From an optimization exercise on the open Yosys and OpenROAD flow, aimed at small area, a short achievable clock period and few clock cycles per item; shortcuts taken in it are not production practice. Where RTL was checked, it was by simulation tests only, not by an equivalence proof against the original. The RTL of run 2 was laid out without a check of its function. Power and IR drop assume default switching activity.

## flow/run.sh

```bash
#!/bin/bash
# synth_recipe.tcl (not shown) runs the flow's synth.tcl, then flattens the netlist and writes it again
# the make line also repeats each setting of config.mk as NAME=value (left out here)
make -C /OpenROAD-flow-scripts/flow DESIGN_CONFIG=/design/flow/config.mk WORK_HOME=/design/flow/orfs CLKGATE_MAP_FILE= SYNTH_SCRIPT=/design/flow/synth_recipe.tcl finish
```

## flow/config.mk

```make
export PLATFORM = sky130hd
export DESIGN_NAME = HP_FP_Pipelined_Adder
export DESIGN_NICKNAME = HP_FP_Pipelined_Adder
export VERILOG_FILES = /design/flow/design.v
export SDC_FILE = /design/flow/constraint.sdc
export NUM_CORES = 4
export LEC_CHECK = 0
export ABC_AREA = 1
export CAP_MARGIN = 20
export CORE_MARGIN = 2
export CORE_UTILIZATION = 40
export SETUP_SLACK_MARGIN = 0.8
export SLEW_MARGIN = 20
```

## flow/constraint.sdc

```tcl
create_clock -name core_clock -period 6.0 [get_ports {clk}]
set_input_delay 1.2000 -clock core_clock [delete_from_list [all_inputs] [get_ports {clk}]]
set_output_delay 1.2000 -clock core_clock [all_outputs]
set_load 0.01 [all_outputs]
```

## flow/design.v

```verilog
module HP_FP_Pipelined_Adder (  
	input clk,
	input rst,
	input [15:0] in1,
	input [15:0] in2,
	input enable,
	output reg done,
	output [15:0] sum
);
	function automatic [13:0] skaddx14(input [13:0] a, input [13:0] b, input x);
		reg [13:0] g, p, G, P;
		integer i, l, j;
		begin
			g = a & b; p = a ^ b;
			G = g; P = p;
			for (l = 0; l < 4; l = l + 1)
				for (i = 0; i < 14; i = i + 1)
					if ((i >> l) & 1) begin
						j = ((i >> l) << l) - 1;
						G[i] = G[i] | (P[i] & G[j]);
						P[i] = P[i] & P[j];
					end
			skaddx14 = (p ^ {14{x}}) ^ {G[12:0], 1'b0};
		end
	endfunction
	reg busy;
	reg [18:0] R;
	wire [15:0] x1 = R[15:0];
	wire [15:0] x2 = in2;
	wire [4:0] e1 = x1[14:10];
	wire [4:0] e2 = x2[14:10];
	wire [10:0] ma1 = {|x1[14:0], x1[9:0]};
	wire [10:0] ma2 = {|x2[14:0], x2[9:0]};
	wire [5:0] d12 = {1'b0, e1} - {1'b0, e2};
	wire [4:0] d21 = e2 - e1;
	wire gt = d12[5];                  
	wire eq = (e1 == e2);
	wire [4:0] d = gt ? d21 : d12[4:0];
	wire swap = gt | (eq & (x2[9:0] > x1[9:0]));
	wire [10:0] mb = swap ? ma2 : ma1;
	wire [10:0] msr = swap ? ma1 : ma2;
	wire [4:0] eb = gt ? e2 : e1;
	wire [12:0] ms = {msr, 2'b00} >> d;
	wire sub = x1[15] ^ x2[15];
	wire [13:0] f = skaddx14({1'b0, mb, 2'b00} ^ {14{sub}}, {1'b0, ms}, sub);
	wire sb = swap ? x2[15] : x1[15];
	wire [4:0] er = R[17:13];
	wire [13:0] fr = {R[12:0], 1'b0};
	wire nz = |R[12:0];
	reg [13:0] lim;
	integer k;
	always @(*) for (k = 0; k < 14; k = k + 1) lim[k] = (er == 5'd12 - k);
	wire [13:0] mm = fr | lim;
	wire [15:0] m16 = {mm, 2'b11};
	wire [7:0] v1;
	wire [7:0] z1;
	wire [3:0] v2;
	wire [7:0] z2;
	wire [1:0] v3;
	wire [5:0] z3;
	genvar q;
	generate
		for (q = 0; q < 8; q = q + 1) begin : lz1
			assign v1[q] = m16[2*q+1] | m16[2*q];
			assign z1[q] = ~m16[2*q+1];
		end
		for (q = 0; q < 4; q = q + 1) begin : lz2
			assign v2[q] = v1[2*q+1] | v1[2*q];
			assign z2[2*q+1:2*q] = v1[2*q+1] ? {1'b0, z1[2*q+1]} : {1'b1, z1[2*q]};
		end
		for (q = 0; q < 2; q = q + 1) begin : lz3
			assign v3[q] = v2[2*q+1] | v2[2*q];
			assign z3[3*q+2:3*q] = v2[2*q+1] ? {1'b0, z2[4*q+3:4*q+2]} : {1'b1, z2[4*q+1:4*q]};
		end
	endgenerate
	wire [3:0] t = v3[1] ? {1'b0, z3[5:3]} : {1'b1, z3[2:0]};
	wire [13:0] ns = fr << t;
	wire [4:0] en = nz ? (er + 5'd1 - {1'b0, t}) : 5'd0;
	assign sum = {R[18] & nz, en, ns[12:3]};
	always @(posedge clk) begin
		if (busy) R <= {sb, eb, f[13:1]};
		else if (enable) R[15:0] <= in1;
	end
	always @(posedge clk) begin
		if (rst) begin
			busy <= 1'b0;
			done <= 1'b0;
		end else if (busy) begin
			busy <= 1'b0;
			done <= 1'b1;
		end else if (enable) begin
			busy <= 1'b1;
			done <= 1'b0;
		end
	end
endmodule
```

==> flow_summary.yaml, run 1 <==
outcome:
  status: "complete, no violations"
worst_setup_path:
  max_stage_delay_ps: 450
  crit_family: "simple AND/OR/NAND/NOR gates"
  critPathBufInv: 4
  crit_top_cell: "nand2_1"
  critPathArrivalTime_ps: 5040
  r2r-start: "R[14]$_DFFE_PP_"
  crit_type: "input pin to flop"
  cp-start-kind: "input pin"
  cp-startpoint: "in2[14]"
  crit_path_end_kind: "flop"
  crit_fanout: 12
  critPathSlowestCell: "clkdlybuf4s50_1"
  cp.required_ps: 6030
global_routing:
  grt_pass1_wl_mm: 19.7
  grt_pass1_vias: 4054
  grt_max_degree: 26
  antenna_found_initial: 0
  overflow: 0
  grt_use_total_pct: 22.3
floorplan:
  fp.dieH_um: 104
  die_w_um: 104
  start_util_pct: 40.8
  core_area_um2: 9730
  fp-row-count: 36
  num_io_pins: 52
  die_area_um2: 10700
final_layout:
  nets: 795
  fin_area_um2: 5040
  syn_to_final_growth_pct: 26.9
  final_cell_count_no_fill: 851
  antenna_cells: 0
  fillers: 1020
  final_util_pct: 51.8
  drive_gt1_share_pct: 13.2
  seq_area_um2: 611
  multi_input_area_um2: 3020
logic_synthesis:
  ys_seq_area_share_pct: 15.4
  yosys_warnings: 1
  ys_types: 43
  synth.avg_cell_area_um2: 6.15
  syn_nets: 722
  synthTopCellsByArea: "nand2_1 15%, edfxtp_1 14%, ha_1 12%, inv_1 8.9%, nand3_1 8.2%"
  syn_inst: 646
  yosys_most_used_dff: "edfxtp_1"
  yosys.area.top_type: "nand2_1"
  yosysTopAreaCellShare_pct: 14.7
  synth-seq-cells: 21
  async_flop_share_pct: 0
  synth-edff-count: 19
  synth.most_common_cell: "nand2_1"
  netlist_area_um2: 3970
  yosys-top-cells-count: "156 x nand2_1, 94 x inv_1, 65 x nand3_1, 56 x o21ai_0, 53 x nor2_1"
place:
  gp_congestion: 0.953
  placedInstanceArea_um2: 4590
  hpwl_mm: 9.71
  io_buffer_count: 51
  dp_cells: 816
  post-place-ws_ps: 349
route:
  drtPass1Iterations: 5
  avgRoutedWirePerCell_um: 14.6
  routed_wl_mm: 12.4
  route.vias.total: 4421
  ant_nets: 0
  drt_iter0_drc: 249
  drcViolationCount: 0
  via_per_inst: 5.20
clocking:
  cts_hold_buf: 0
  h-tree-depth: 1
  clk_pin_slew_ps: 90
  cts_tree: "done"
  numCtsBuffers: 3
  cts_buffer_depth: 2
  clock_latency_ps: 270
  cts-root-buf: "clkbuf_8"
  clock-sinks: 21
timing:
  worst_pin_slew_ps: 725
  fmax_mhz: 200
  skew_ps: 9.37
  fin_crit_ps: 5010
  rsz0062_at_grt: "true"
  tns_ps: 0
  setup_viol: 0
  finalHoldViolations: 0
  fin_crit_sh_pct: 83.4
  drv_slew: 0
  max_slew_margin_pct: 51.5
  fin_ws_ps: 993
pwr:
  ir_drop_uv: 172
  power.density_nw_per_um2: 314
  p_leak_uw: 0.00250
job:
  drv_cap: 0
hold_path:
  hold_class: "flop to flop"
  hp-start: "done$_SDFFE_PP0P_"
-- final cells by class --
| type | count | share of cell area [%] |
|---|---|---|
| Sequential cell | 21 | 12.1 |
| Timing Repair Buffer | 87 | 16.1 |
| Tap cell | 133 | 3.30 |
| Inverter | 101 | 7.69 |
| Clock inverter | 1 | 0.0992 |
| Multi-Input combinational cell | 505 | 59.9 |
| Clock buffer | 3 | 0.819 |
-- logic make-up (layout without fill, tap and decap cells) --
group / Yosys count / count (layout) / synth area share [%]
AO/OA/AOI/OAI: 116 / 116 / 16.8
XOR/XNOR: 32 / 32 / 7.24
adder cells (fa/ha/maj): 41 / 41 / 13.5
buffers and inverters: 121 / 192 / 12.1
flip-flops: 21 / 21 / 15.4
AND/OR/NAND/NOR: 315 / 316 / 35.0
-- flip-flops by register name, summed over array words and instances (netlist names) --
signal	count
R	19
busy	1
done	1
-- cell usage in the layout (no fill, tap or decap), drive strengths merged, types with 4 or more instances in the layout --
cell type	n
a211oi	4
a21oi	28
a31oi	7
buf	36
clkdlybuf4s50	44
clkinv	5
dlymetal6s2s	7
edfxtp	19
ha	38
inv	95
nand2	167
nand3	69
nand4	6
nor2	55
nor3	11
o21ai	63
xnor2	8
xor2	24
-- through the flow --
step	hold WS, ps	power, uW
2_1_floorplan	492	1070
3_3_place_gp	473	1360
3_5_place_dp	500	1370
4_1_cts	521	1490
5_1_grt	576	1750
6_report	515	1580
-- final timing paths --
kind,to,slack [ps],cells after the start
max,R[10]$_DFFE_PP_,990,26
min,done$_SDFFE_PP0P_,510,2
max reg2reg,R[10]$_DFFE_PP_,1760,25
min reg2reg,done$_SDFFE_PP0P_,510,2
-- worst reg2reg max path: stages, from the launching register on --
cell and delay [ps]:
edfxtp_1 520, buf_4 200, ha_4 290, nand3_1 120
nor2_4 180, nand2_1 70, inv_1 90, nand2_4 100
nand2_8 130, clkinvlp_4 150, nand2_1 140, o21ai_4 80
nor2_1 130, a31oi_2 80, o21ai_2 150, nor2_1 50
a211oi_1 210, ha_1 320, a21oi_2 200, o21ai_0 100
a21oi_1 280, nand2_4 110, nand2_1 100, nand3_1 80
nand3_1 90, nand2_1 60
-- power by group --
part | switching, uW | total (uW) | internal, uW
clock network | 49.6 | 96.0 | 46.4
logic | 757 | 1270 | 516
registers | 24.8 | 214 | 189
-- timing repair --
item                                    in CTS  in global routing
setup buffers                                7                 23
pin swaps                                    1                  7
gates cloned                                 1                  0
gates resized for setup                      8                 34
endpoints found under the setup margin      13                 15
-- per-layer routing --
| metal | GRT usage [%] | vias to the layer above | part of all wire [%] |
|---|---|---|---|
| met3 | 2.08 | 27 | 5.4 |
| li1 | - | 2272 | - |
| met2 | 37.3 | 138 | 46 |
| met5 | 0 | - | 0 |
| met4 | 8.11 | 0 | 2.8 |
| met1 | 30.0 | 1984 | 46 |
Testbench counts, summed over its fixed seeds: cycles 6,400, items 3,200.
==> inputs of run 2 (changes only) <==
--- a/flow/design.v
+++ b/flow/design.v
@@ -22,4 +22,27 @@
 					end
 			skaddx14 = (p ^ {14{x}}) ^ {G[12:0], 1'b0};
+		end
+	endfunction
+	function automatic [3:0] lz16(input [15:0] m);
+		reg [7:0] v1, z1;
+		reg [3:0] v2;
+		reg [7:0] z2;
+		reg [1:0] v3;
+		reg [5:0] z3;
+		integer q;
+		begin
+			for (q = 0; q < 8; q = q + 1) begin
+				v1[q] = m[2*q+1] | m[2*q];
+				z1[q] = ~m[2*q+1];
+			end
+			for (q = 0; q < 4; q = q + 1) begin
+				v2[q] = v1[2*q+1] | v1[2*q];
+				z2[2*q+1 -: 2] = v1[2*q+1] ? {1'b0, z1[2*q+1]} : {1'b1, z1[2*q]};
+			end
+			for (q = 0; q < 2; q = q + 1) begin
+				v3[q] = v2[2*q+1] | v2[2*q];
+				z3[3*q+2 -: 3] = v2[2*q+1] ? {1'b0, z2[4*q+3 -: 2]} : {1'b1, z2[4*q+1 -: 2]};
+			end
+			lz16 = v3[1] ? {1'b0, z3[5:3]} : {1'b1, z3[2:0]};
 		end
 	endfunction
@@ -75,6 +98,11 @@
 	endgenerate
 	wire [3:0] t = v3[1] ? {1'b0, z3[5:3]} : {1'b1, z3[2:0]};
-	wire [13:0] ns = fr << t;
-	wire [4:0] en = nz ? (er + 5'd1 - {1'b0, t}) : 5'd0;
+	wire [13:0] n8 = t[3] ? {fr[5:0], 8'd0} : fr;
+	wire [13:0] n4 = t[2] ? {n8[9:0], 4'd0} : n8;
+	wire [13:0] n2 = t[1] ? {n4[11:0], 2'd0} : n4;
+	wire [13:0] ns = t[0] ? {n2[12:0], 1'd0} : n2;
+	wire [3:0] lzf = lz16({fr, 2'b11});
+	wire [5:0] ed = {1'b0, er} + 6'd1 - {2'b00, lzf};
+	wire [4:0] en = (nz & ~ed[5]) ? ed[4:0] : 5'd0;
 	assign sum = {R[18] & nz, en, ns[12:3]};
 	always @(posedge clk) begin
==> flow/flow/run.sh (new file) <==
#!/bin/bash
# Standard layout with two changes:
# - synthesis is the standard synthesis script, run without ORFS's
#   full/half-adder extraction (ADDER_MAP_FILE empty), so that ABC maps the
#   arithmetic together with the rest of the logic; registers are mapped and
#   named exactly as in the standard synthesis;
# - the port buffers use a small fast buffer instead of the default
#   delay-buffer cell.
set -euo pipefail
W=$PWD
export BUFFER_PORTS_ARGS="-buffer_cell sky130_fd_sc_hd__buf_1"
make -C "$FLOW_HOME" DESIGN_CONFIG=$W/config.mk WORK_HOME=$W/orfs CLKGATE_MAP_FILE= SYNTH_SCRIPT=$W/synth_recipe.tcl ADDER_MAP_FILE= synth > synth.log 2>&1
bash standard.sh > standard.log 2>&1
==> flow/standard.sh (new file) <==
#!/bin/bash
# synth_recipe.tcl (not shown) runs the flow's synth.tcl, then flattens the netlist and writes it again
# the make line also repeats each setting of config.mk as NAME=value (left out here)
make -C /OpenROAD-flow-scripts/flow DESIGN_CONFIG=/design/flow/config.mk WORK_HOME=/design/flow/orfs CLKGATE_MAP_FILE= SYNTH_SCRIPT=/design/flow/synth_recipe.tcl "${@:-finish}"
--- a/flow/config.mk
+++ b/flow/config.mk
@@ -10,4 +10,4 @@
 export CORE_MARGIN = 2
 export CORE_UTILIZATION = 40
-export SETUP_SLACK_MARGIN = 0.8
+export SETUP_SLACK_MARGIN = 1.5
 export SLEW_MARGIN = 20
removed: flow/run.sh
==> flow_summary.yaml, run 2 <==
outcome:
  status: "complete, no violations"
hold_path:
  hp-start: "done$_SDFFE_PP0P_"
  holdPathStages: 2
  hold_end: "done$_SDFFE_PP0P_"
  hold_class: "flop to flop"
logic_synthesis:
  synth.avg_cell_area_um2: 5.77
  syn_nets: 760
  syn_inst: 725
  netlist_area_um2: 4180
  synth_xor_area_share_pct: 7.75
  ys_seq_area_share_pct: 14.6
  synth-seq-cells: 21
  yosys_most_used_dff: "edfxtp_1"
  synth_top_family_by_area: "simple AND/OR/NAND/NOR gates"
  synth-edff-count: 19
  synth.most_common_cell: "nand2_1"
  synthTopCellsByArea: "nand2_1 20%, edfxtp_1 14%, nand3_1 10%, inv_1 5.8%, nor2_1 5.2%"
  yosys.area.top_type: "nand2_1"
  synthAdderAreaFrac_pct: 0
  yosys_warnings: 1
  ys_types: 55
  synth_mux_area_share_pct: 0.479
  yosysTopAreaCellShare_pct: 20.2
  yosys-top-cells-count: "225 x nand2_1, 85 x nand3_1, 65 x inv_1, 58 x nor2_1, 31 x o21ai_0"
  synth_simple_gate_area_share_pct: 50.9
  async_flop_share_pct: 0
  synth_compound_area_share_pct: 14.7
pwr:
  p_leak_uw: 0.00234
  power.density_nw_per_um2: 300
  ir_drop_uv: 220
final_layout:
  syn_to_final_growth_pct: 16.4
  nets: 837
  antenna_cells: 0
  drive_gt1_share_pct: 20.0
  reg.largest.list: "R: 19 flops, busy: 1 flops, done: 1 flops"
  largest_register_ffs: 19
  final_common_cell: "nand2_1"
  final_cell_mix: "222 x nand2_1, 84 x nand3_1, 60 x inv_1, 51 x nor2_1, 49 x buf_1"
  top_register: "R"
worst_setup_path:
  cp.required_ps: 4800
  rr_worst_depth: 29
  critPathSlowestCell: "edfxtp_1"
  cp-start-kind: "flop"
  critPathBufInv: 2
  max_stage_delay_ps: 520
  crit_path_end_kind: "output port"
  crit_chain: "nor2_2, nand3_2, o21ai_0, nand2_1, a21oi_1, nor2_1, nor2_1, inv_1, nor2_1, nor2_1, nor2_1, nor2_1, nor2_1, a21oi_1, o21ai_2, nor3b_1, buf_1"
  crit_family: "simple AND/OR/NAND/NOR gates"
  r2r-start: "R[10]$_DFFE_PP_"
  crit_top_cell: "nor2_1"
  crit_type: "flop to output port"
  critPathArrivalTime_ps: 3120
  worstReg2RegEnd: "R[11]$_DFFE_PP_"
  crit_fanout: 5
  reg2reg_slack_ps: 2230
route:
  route.vias.total: 4963
  via_per_inst: 5.30
  routed_wl_mm: 13.5
  avgRoutedWirePerCell_um: 14.4
  ant_nets: 0
  drt_iter0_drc: 301
  drcViolationCount: 0
  drtPass1Iterations: 5
timing:
  fin_crit_sh_pct: 72.0
  tns_ps: 0
  setup_viol: 0
  max_slew_margin_pct: 44.2
  fin_crit_ps: 4320
  whs_ps: 465
  finalHoldViolations: 0
  skew_ps: 3.84
  drv_slew: 0
  worst_pin_slew_ps: 835
  fmax_mhz: 231
  rsz0062_at_grt: "false"
clocking:
  cts_buffer_depth: 2
  clock_latency_ps: 270
  clock-sinks: 21
  cts_tree: "done"
  numCtsBuffers: 3
  h-tree-depth: 1
  cts-root-buf: "clkbuf_8"
  clk_pin_slew_ps: 80
  cts_hold_buf: 0
floorplan:
  core_area_um2: 10200
  num_io_pins: 52
  die_w_um: 106
  fp.dieH_um: 106
  start_util_pct: 40.9
  die_area_um2: 11300
  fp-row-count: 37
job:
  drv_cap: 0
place:
  gp_congestion: 0.921
  io_buffer_count: 51
  hpwl_mm: 10.7
global_routing:
  grt_max_degree: 34
  grt_pass1_vias: 4367
  overflow: 0
  grt_use_total_pct: 23.3
  antenna_found_initial: 0
  grt_pass1_wl_mm: 21.5
run 2: changes by cell type after synthesis, moves of 9 or more:
cell,delta
nand2_1,+69
o21ai_0,-25
inv_1,-29
nand3_1,+20
nor2_2,+9
ha_1,-38
inv_2,+22
nand2_2,+14
run 2: per-layer routing:
metal,global-route usage (%),share of wire [%],up-vias
li1,-,-,2522
met3,2.15,5.3,26
met4,4.51,1.9,0
met2,40.8,47,163
met5,0,0,-
met1,31.3,45,2252
run 2: worst max-delay path by stage:
stage	start	to	slack (ps)	cells after the start
floorplan	R[14]$_DFFE_PP_	sum[4]	2190	16
global placement	in2[10]	R[4]$_DFFE_PP_	1210	25
detailed placement	in2[10]	R[11]$_DFFE_PP_	1090	28
CTS	in2[10]	R[11]$_DFFE_PP_	1550	28
global route	R[3]$_DFFE_PP_	sum[13]	1340	17
finish	R[3]$_DFFE_PP_	sum[13]	1680	17
run 2: logic make-up after synthesis:
| group | count (synthesis) |
|---|---|
| AO/OA/AOI/OAI | 101 |
| multiplexers | 2 |
| flip-flops | 21 |
| XOR/XNOR | 37 |
| AND/OR/NAND/NOR | 453 |
| buffers and inverters | 111 |
run 2: timing repair:
action                     CTS  global route
setup endpoints to repair   24            27
resized for setup            5            30
setup buffers                1            35
gates cloned                 0             1
pin swaps                    0             7
run 2: tightest hold or removal path, cell delays in order (launching register included):
cell	delay, ps
dfxtp_1	320
nand2_1	60
a21oi_1	50
run 2: area by class of cell:
| cell class | count | area (um^2) |
|---|---|---|
| clock buffer | 3 | 41.3 |
| tap | 136 | 170 |
| inverter | 94 | 359 |
| multi-input combinational | 594 | 3210 |
| clock inverter | 1 | 7.51 |
| timing repair buffer | 88 | 472 |
| fill | 1109 | 5370 |
| sequential | 21 | 611 |
run 2: per-stage QoR:
stage | setup WS [ps] | instances | instance area (um^2) | utilization, % | total power (uW)
4_1_cts | 1550 | 901 | 4490 | 43.9 | 1380
3_3_place_gp | 1210 | 896 | 4420 | 43.2 | 1260
3_5_place_dp | 1090 | 896 | 4420 | 43.2 | 1270
2_1_floorplan | 2190 | 725 | 4180 | - | 1060
6_report | 1680 | 937 | 4870 | 47.6 | 1460
5_1_grt | 1340 | 937 | 4870 | 47.6 | 1600
run 2: where the power goes:
| group | total, uW | leakage, uW | switching [uW] | internal [uW] |
|---|---|---|---|---|
| Sequential | 220 | 0.000205 | 33.9 | 186 |
| Clock | 100 | 0.0000217 | 53.3 | 47.1 |
| Combinational | 1140 | 0.00212 | 733 | 405 |
==> inputs of run 3 (changes only) <==
==> flow/design.v (replaced) <==
module HP_FP_Pipelined_Adder (  
	input clk,
	input rst,
	input [15:0] in1,
	input [15:0] in2,
	input enable,
	output reg done,
	output [15:0] sum
);
	reg busy;
	reg [19:0] R;
	wire [15:0] x1 = R[15:0];
	wire [15:0] x2 = in2;
	wire swap = x2[14:0] > x1[14:0];
	wire [15:0] xb = swap ? x2 : x1;
	wire [15:0] xs = swap ? x1 : x2;
	wire [4:0] d = xb[14:10] - xs[14:10];
	wire [12:0] mb = {|xb[14:0], xb[9:0], 2'b00};
	wire [12:0] ms = {|xs[14:0], xs[9:0], 2'b00} >> d;
	wire sub = xb[15] ^ xs[15];
	wire [13:0] f = sub ? {1'b0, mb} - {1'b0, ms} : {1'b0, mb} + {1'b0, ms};
	wire sb = R[19];
	wire [4:0] eb = R[18:14];
	wire [13:0] fr = R[13:0];
	wire nz = |fr;
	wire [13:0] lim = (eb <= 5'd12) ? (14'd1 << (5'd12 - eb)) : 14'd0;
	wire [13:0] mm = fr | lim;
	reg [3:0] t;
	integer i;
	always @(*) begin
		t = 4'd0;
		for (i = 0; i < 14; i = i + 1)
			if (mm[i]) t = 4'd13 - i[3:0];
	end
	wire [13:0] ns = fr << t;
	wire [4:0] en = nz ? (eb + 5'd1 - {1'b0, t}) : 5'd0;
	assign sum = {sb & nz, en, ns[12:3]};
	always @(posedge clk) begin
		if (busy) R <= {x2[15] & swap | x1[15] & ~swap, xb[14:10], f};
		else if (enable) R[15:0] <= in1;
	end
	always @(posedge clk) begin
		if (rst) begin
			busy <= 1'b0;
			done <= 1'b0;
		end else if (busy) begin
			busy <= 1'b0;
			done <= 1'b1;
		end else if (enable) begin
			busy <= 1'b1;
			done <= 1'b0;
		end
	end
endmodule
==> flow/run.sh (new file) <==
#!/bin/bash
# synth_recipe.tcl (not shown) runs the flow's synth.tcl, then flattens the netlist and writes it again
# the make line also repeats each setting of config.mk as NAME=value (left out here)
make -C /OpenROAD-flow-scripts/flow DESIGN_CONFIG=/design/flow/config.mk WORK_HOME=/design/flow/orfs CLKGATE_MAP_FILE= SYNTH_SCRIPT=/design/flow/synth_recipe.tcl finish
--- a/flow/config.mk
+++ b/flow/config.mk
@@ -10,4 +10,3 @@
 export CORE_MARGIN = 2
 export CORE_UTILIZATION = 40
-export SETUP_SLACK_MARGIN = 1.5
 export SLEW_MARGIN = 20
removed: flow/flow/run.sh
removed: flow/standard.sh
==> flow_summary.yaml, run 3 <==
worst_setup_path:
  cp.required_ps: 6010
  cp-start-kind: "input pin"
  critPathSlowestCell: "a221o_1"
  crit_top_cell: "nand2_1"
  cp-startpoint: "in2[14]"
  reg2reg_slack_ps: 820
  r2r-start: "R[10]$_DFFE_PP_"
  crit_family: "simple AND/OR/NAND/NOR gates"
  rr_worst_depth: 37
  critPathBufInv: 6
  crit_type: "input pin to flop"
  max_stage_delay_ps: 360
  crit_path_end_kind: "flop"
  critPathArrivalTime_ps: 5590
  crit_fanout: 8
  worstReg2RegEnd: "R[12]$_DFFE_PP_"
pwr:
  finalPower_uw: 1950
  p_clk_share_pct: 5.3
  pwr-share-seq_pct: 11.3
  power.internal_uw: 957
  netSwitchingFraction_pct: 51.0
  p_leak_uw: 0.00312
  p_comb_share_pct: 83.4
  p_sw_uw: 997
  ir_drop_uv: 197
  power.density_nw_per_um2: 320
route:
  met2_length_mm: 8.04
  routed_wl_mm: 16.0
  maxUsedRoutingLayer: "met4"
  drtPass1Iterations: 5
  drcViolationCount: 0
  dr_wl_met3_um: 806
  avgRoutedWirePerCell_um: 15.8
  via_per_inst: 5.35
  drt_iter0_drc: 397
  route.vias.total: 5440
  ant_nets: 0
  wl_met1_mm: 6.90
logic_synthesis:
  yosys.area.top_type: "nand2_1"
  yosys-top-cells-count: "228 x nand2_1, 101 x inv_1, 70 x nand3_1, 67 x o21ai_0, 55 x nor2_1"
  yosys_most_used_dff: "edfxtp_1"
  netlist_area_um2: 4430
  synth-edff-count: 20
  yosysTopAreaCellShare_pct: 19.3
  synth-seq-cells: 22
  ys_types: 44
  syn_inst: 749
  ys_seq_area_share_pct: 14.5
  synth.avg_cell_area_um2: 5.91
  async_flop_share_pct: 0
  yosys_warnings: 1
  synth.most_common_cell: "nand2_1"
  synthTopCellsByArea: "nand2_1 19%, edfxtp_1 14%, ha_1 13%, inv_1 8.6%, nand3_1 7.9%"
  syn_nets: 832
global_routing:
  overflow: 0
  grt_pass1_vias: 5077
  antenna_found_initial: 0
  grt_pass1_wl_mm: 24.8
  grt_max_degree: 28
  grt_use_total_pct: 26.5
timing:
  tns_ps: 0
  rsz0062_at_grt: "false"
  setup_viol: 0
  finalHoldViolations: 0
  fin_crit_ps: 5580
  skew_ps: 7.22
  drv_slew: 0
  fin_crit_sh_pct: 93.0
  max_slew_margin_pct: 30.0
  worst_pin_slew_ps: 1040
  fmax_mhz: 179
clocking:
  clk_pin_slew_ps: 80
  cts_buffer_depth: 2
  numCtsBuffers: 3
  clock-sinks: 22
  cts-root-buf: "clkbuf_8"
  cts_tree: "done"
  clock_latency_ps: 260
  h-tree-depth: 1
final_layout:
  syn_to_final_growth_pct: 38.1
  reg.largest.list: "R: 20 flops, busy: 1 flops, done: 1 flops"
  final_common_cell: "nand2_1"
  drive_gt1_share_pct: 19.5
  fillers: 1096
  largest_register_ffs: 20
  final_util_pct: 56.4
  top_register: "R"
  nets: 960
  antenna_cells: 0
  final_cell_mix: "221 x nand2_1, 99 x inv_1, 88 x buf_4, 70 x nand3_1, 59 x o21ai_0"
place:
  hpwl_mm: 13.1
  gp_congestion: 0.931
  io_buffer_count: 51
outcome:
  status: "complete, no violations"
hold_path:
  hold_class: "flop to flop"
  holdPathStages: 2
  hp-start: "done$_SDFFE_PP0P_"
  hold_end: "done$_SDFFE_PP0P_"
floorplan:
  num_io_pins: 52
  die_area_um2: 11900
  core_area_um2: 10800
  fp.dieH_um: 109
  fp-row-count: 38
  die_w_um: 109
  start_util_pct: 40.8
job:
  drv_cap: 0
==> run 3: cell types whose count changed after synthesis, moves of 6 or more <==
| cell | previous run | this run |
|---|---|---|
| clkbuf_1 | 2 | 12 |
| xnor2_1 | 13 | 4 |
| o21ai_0 | 31 | 67 |
| nand3_1 | 85 | 70 |
| nor2_2 | 11 | 2 |
| nand2_2 | 22 | 14 |
| inv_2 | 25 | 4 |
| xor2_1 | 24 | 6 |
| a21oi_2 | 6 | 0 |
| o21ai_1 | 10 | 4 |
| inv_1 | 65 | 101 |
| a21oi_1 | 21 | 40 |
| ha_1 | 0 | 46 |
==> run 3: worst max path at each step <==
stage,cells after the start,slack [ps],to
after floorplan,32,420,R[12]$_DFFE_PP_
after global placement,33,-380,R[12]$_DFFE_PP_
after detailed placement,33,-440,R[12]$_DFFE_PP_
after CTS,36,30,R[13]$_DFFE_PP_
after global routing,36,90,R[12]$_DFFE_PP_
final,36,420,R[12]$_DFFE_PP_
==> run 3: routing by layer <==
metal | vias to the layer above | GRT usage, %
met1 | 2539 | 34.3
met2 | 164 | 48.4
met4 | 0 | 5.79
li1 | 2712 | -
met5 | - | 0
met3 | 25 | 1.55
==> run 3: worst min-delay path, cell delays in order, from the launching register on <==
cell and delay (ps):
dfxtp_1 340, a21oi_1 70, nor2_1 70
==> run 3: per-stage QoR <==
stage / area, um^2 / worst slack [ps] / std cells / hold slack [ps]
after floorplan: 4430 / 416 / 749 / 528
after global placement: 5670 / -376 / 1009 / 470
after detailed placement: 5670 / -440 / 1009 / 504
after CTS: 5730 / 27.8 / 1013 / 523
after global routing: 6110 / 85.6 / 1016 / 570
final: 6110 / 422 / 1016 / 513
==> run 3: power by group through the flow <==
| stage | Combinational [uW] | Sequential (uW) | Clock, uW |
|---|---|---|---|
| finish | 1630 | 221 | 103 |
| global route | 1800 | 224 | 111 |
| CTS | 1460 | 221 | 104 |
| detailed placement | 1440 | 225 | 0 |
| global placement | 1440 | 225 | 0 |
| floorplan | 883 | 211 | 0 |
==> run 3: kinds of logic after synthesis <==
group	share of synthesized area (%)
simple gates	39.6
compound gates	17.6
mux	0.905
buf+inv	11.6
xor+xnor	1.98
flops	14.5
fa+ha+maj	13.9
==> run 3: final cells by class <==
class	count	area, um^2	share of cell area (%)
Clock buffer	4	55.1	0.901
Inverter	107	404	6.61
Multi-Input combinational cell	601	3590	58.7
Timing Repair Buffer	142	1250	20.4
Tap cell	140	175	2.87
Sequential cell	22	641	10.5
==> run 3: what timing repair did <==
item                       4_1_cts  5_1_grt
pin swaps                        0       21
gates resized for setup          6       72
hold buffers                     0        0
setup buffers                    0        3
setup endpoints to repair        2        7
Testbench counts of run 3, summed over its fixed seeds: cycles 6,400, items 3,200.
==> inputs of run 4 (changes only) <==
--- a/flow/config.mk
+++ b/flow/config.mk
@@ -6,5 +6,4 @@
 export NUM_CORES = 4
 export LEC_CHECK = 0
-export ABC_AREA = 1
 export CAP_MARGIN = 20
 export CORE_MARGIN = 2
==> flow_summary.yaml, run 4 <==
worst_setup_path:
  critPathArrivalTime_ps: 6480
  critPathSlowestCell: "or4_4"
  max_stage_delay_ps: 510
  crit_end: "R[12]$_DFFE_PP_"
  crit_type: "input pin to flop"
  crit_path_end_kind: "flop"
  rr_worst_depth: 30
  reg2reg_slack_ps: 40
  r2r-start: "R[6]$_DFFE_PP_"
  cp-startpoint: "in2[6]"
  cp-start-kind: "input pin"
  worstReg2RegEnd: "R[12]$_DFFE_PP_"
  crit_fanout: 6
  cp.required_ps: 5990
  crit_top_cell: "buf_4"
clocking:
  cts-root-buf: "clkbuf_16"
  clock_latency_ps: 250
  cts_tree: "done"
  clk_pin_slew_ps: 50
  h-tree-depth: 1
  cts_buffer_depth: 2
  clock-sinks: 22
  numCtsBuffers: 3
global_routing:
  grt_pass1_vias: 5172
  grt_pass1_wl_mm: 27.5
  grt_use_total_pct: 27.7
  overflow: 0
  antenna_found_initial: 0
  grt_max_degree: 27
route:
  ant_nets: 0
  via_per_inst: 5.75
  route.vias.total: 5411
  drcViolationCount: 0
  drtPass1Iterations: 5
  avgRoutedWirePerCell_um: 19.0
  drt_iter0_drc: 395
  routed_wl_mm: 17.9
logic_synthesis:
  ys_types: 83
  synth-edff-count: 20
  synth-seq-cells: 22
  ys_seq_area_share_pct: 14.1
  yosys.area.top_type: "edfxtp_1"
  synth_top_family_by_area: "compound AO/OA/AOI/OAI gates"
  synth_xor_area_share_pct: 3.61
  netlist_area_um2: 4550
  yosys-top-cells-count: "57 x nand2_1, 54 x a21oi_1, 53 x inv_1, 49 x o21ai_0, 48 x nor2_1"
  yosysTopAreaCellShare_pct: 13.2
  synth.avg_cell_area_um2: 7.46
  async_flop_share_pct: 0
  syn_nets: 692
  synthTopCellsByArea: "edfxtp_1 13%, ha_1 13%, a21oi_1 5.9%, mux2i_1 5.7%, o21ai_0 5.4%"
  syn_inst: 609
  yosys_warnings: 1
  synthAdderAreaFrac_pct: 13.5
  yosys_most_used_dff: "edfxtp_1"
  synth.most_common_cell: "nand2_1"
  synth_mux_area_share_pct: 11.4
  synth_simple_gate_area_share_pct: 24.1
  synth_compound_area_share_pct: 26.2
timing:
  worst_pin_slew_ps: 1080
  fmax_mhz: 154
  fin_crit_ps: 6490
  fin_ws_ps: -495
  drv_slew: 0
  skew_ps: 2.38
  rsz0062_at_grt: "true"
  max_slew_margin_pct: 27.3
  finalHoldViolations: 0
  fin_crit_sh_pct: 108
  setup_viol: 6
final_layout:
  top_register: "R"
  final_common_cell: "buf_4"
  reg.largest.list: "R: 20 flops, busy: 1 flops, done: 1 flops"
  final_cell_mix: "160 x buf_4, 55 x nand2_1, 49 x inv_1, 46 x nor2_1, 45 x a21oi_1"
  antenna_cells: 0
  nets: 885
  syn_to_final_growth_pct: 53.1
  fillers: 964
  drive_gt1_share_pct: 35.2
  largest_register_ffs: 20
  final_cell_count_no_fill: 941
floorplan:
  die_area_um2: 12200
  fp.dieH_um: 111
  fp-row-count: 38
  die_w_um: 111
  start_util_pct: 41.4
  num_io_pins: 52
  core_area_um2: 11000
place:
  gp_congestion: 0.957
  io_buffer_count: 51
  dp_cells: 911
  hpwl_mm: 14.4
  post-place-ws_ps: -1130
hold_path:
  hold_class: "flop to flop"
outcome:
  violatedChecks: "setup timing"
  status: "failed layout checks"
job:
  drv_cap: 0
pwr:
  p_leak_uw: 0.00300
  ir_drop_uv: 262
  power.density_nw_per_um2: 360
[run 4: power by group]
| part | internal [uW] | total [uW] | switching [uW] |
|---|---|---|---|
| clock network | 90.4 | 139 | 48.1 |
| registers | 200 | 219 | 18.9 |
| logic | 1070 | 2150 | 1070 |
[run 4: metrics by stage]
step                area, um^2  setup TNS [ps]  total power, uW  hold slack, ps  utilization, %
floorplan                 4670           -2500             1310             525               -
global placement          6250           -6150             2050             468            56.9
CTS                       6670            -923             2330             518            60.8
global route              6960           -3180             2670             566            63.4
detailed placement        6260           -6610             2070             505            57.0
finish                    6960           -1520             2510             516            63.4
[run 4: worst min path at each step]
stage / start / end / slack, ps / cells after the start
finish: done$_SDFFE_PP0P_ / done$_SDFFE_PP0P_ / 520 / 2
global route: done$_SDFFE_PP0P_ / done$_SDFFE_PP0P_ / 570 / 2
CTS: done$_SDFFE_PP0P_ / done$_SDFFE_PP0P_ / 520 / 2
detailed placement: done$_SDFFE_PP0P_ / done$_SDFFE_PP0P_ / 510 / 2
global placement: done$_SDFFE_PP0P_ / done$_SDFFE_PP0P_ / 470 / 2
floorplan: done$_SDFFE_PP0P_ / done$_SDFFE_PP0P_ / 530 / 2
[run 4: critical path, delay by kind of cell]
family	cells	cell delay (ps)
compound gates	15	2600
xor+xnor	1	140
fa+ha+maj	2	490
buf+inv	6	830
mux	1	210
simple gates	5	1010
[run 4: layout make-up]
cell class	count	area (um^2)	share of cell area, %
Sequential cell	22	641	9.21
Inverter	54	205	2.95
Timing Repair Buffer	215	1750	25.2
Multi-Input combinational cell	506	4110	59.0
Tap cell	140	175	2.52
Clock buffer	4	78.8	1.13
[run 4: metal layers]
metal | GRT usage [%] | up-vias | part of all wire [%]
met4 | 10.9 | 0 | 3.9
met1 | 35.2 | 2544 | 42
li1 | - | 2612 | -
met3 | 2.31 | 45 | 5.7
met2 | 48.4 | 210 | 48
met5 | 0 | - | 0
[run 4: cell families after synthesis]
kind of cell | count (synthesis)
AOI/OAI and AO/OA | 180
and+or+nand+nor | 216
adders and majority gates | 48
xor gates and xnor gates | 17
muxes | 45
buffers and inverters | 81
DFF | 22
[run 4: timing repair]
action                                  CTS  global route
pin swaps                                49            53
endpoints found under the setup margin    9             7
hold buffers                              0             0
buffers inserted                         13            13
resized for setup                       109            43

port drivers added, routing unchanged:
The flow's constraints put no driver on any port. The routed layouts listed below were extracted and timed again, unchanged, in two steps.
Step 1, drivers: a clkbuf_16 drives clk and a buf_2 each remaining input, both assumed.
Step 2 also shifts input and output timing later by t, the mid clock arrival at the registers, as if the neighbouring blocks saw the same clock.
a / b / c = ideal ports / drivers / drivers and shift; a / b = the first two.
| run | t (ns) | setup slack, ns | worst hold slack (ns) | worst setup path at the end | worst slew at a driven data input, ns |
|---|---|---|---|---|---|
| run 1 | 0.288 | 0.993 / 0.988 / 0.700 | 0.515 / 0.515 / 0.515 | input to register | 0.04 |
| run 2 | 0.292 | 1.679 / 1.654 / 1.475 | 0.465 / 0.465 / 0.465 | input to register | 0.04 |
| run 3 | 0.277 | 0.422 / 0.429 / 0.153 | 0.513 / 0.513 / 0.513 | input to register | 0.04 |
| run 4 | 0.277 | -0.495 / -0.505 / -0.781 | 0.516 / 0.516 / 0.516 | input to register | 0.05 |
The setup slack of run 1, which loses most, moves by -0.005 ns with the drivers and by -0.293 ns with both steps.
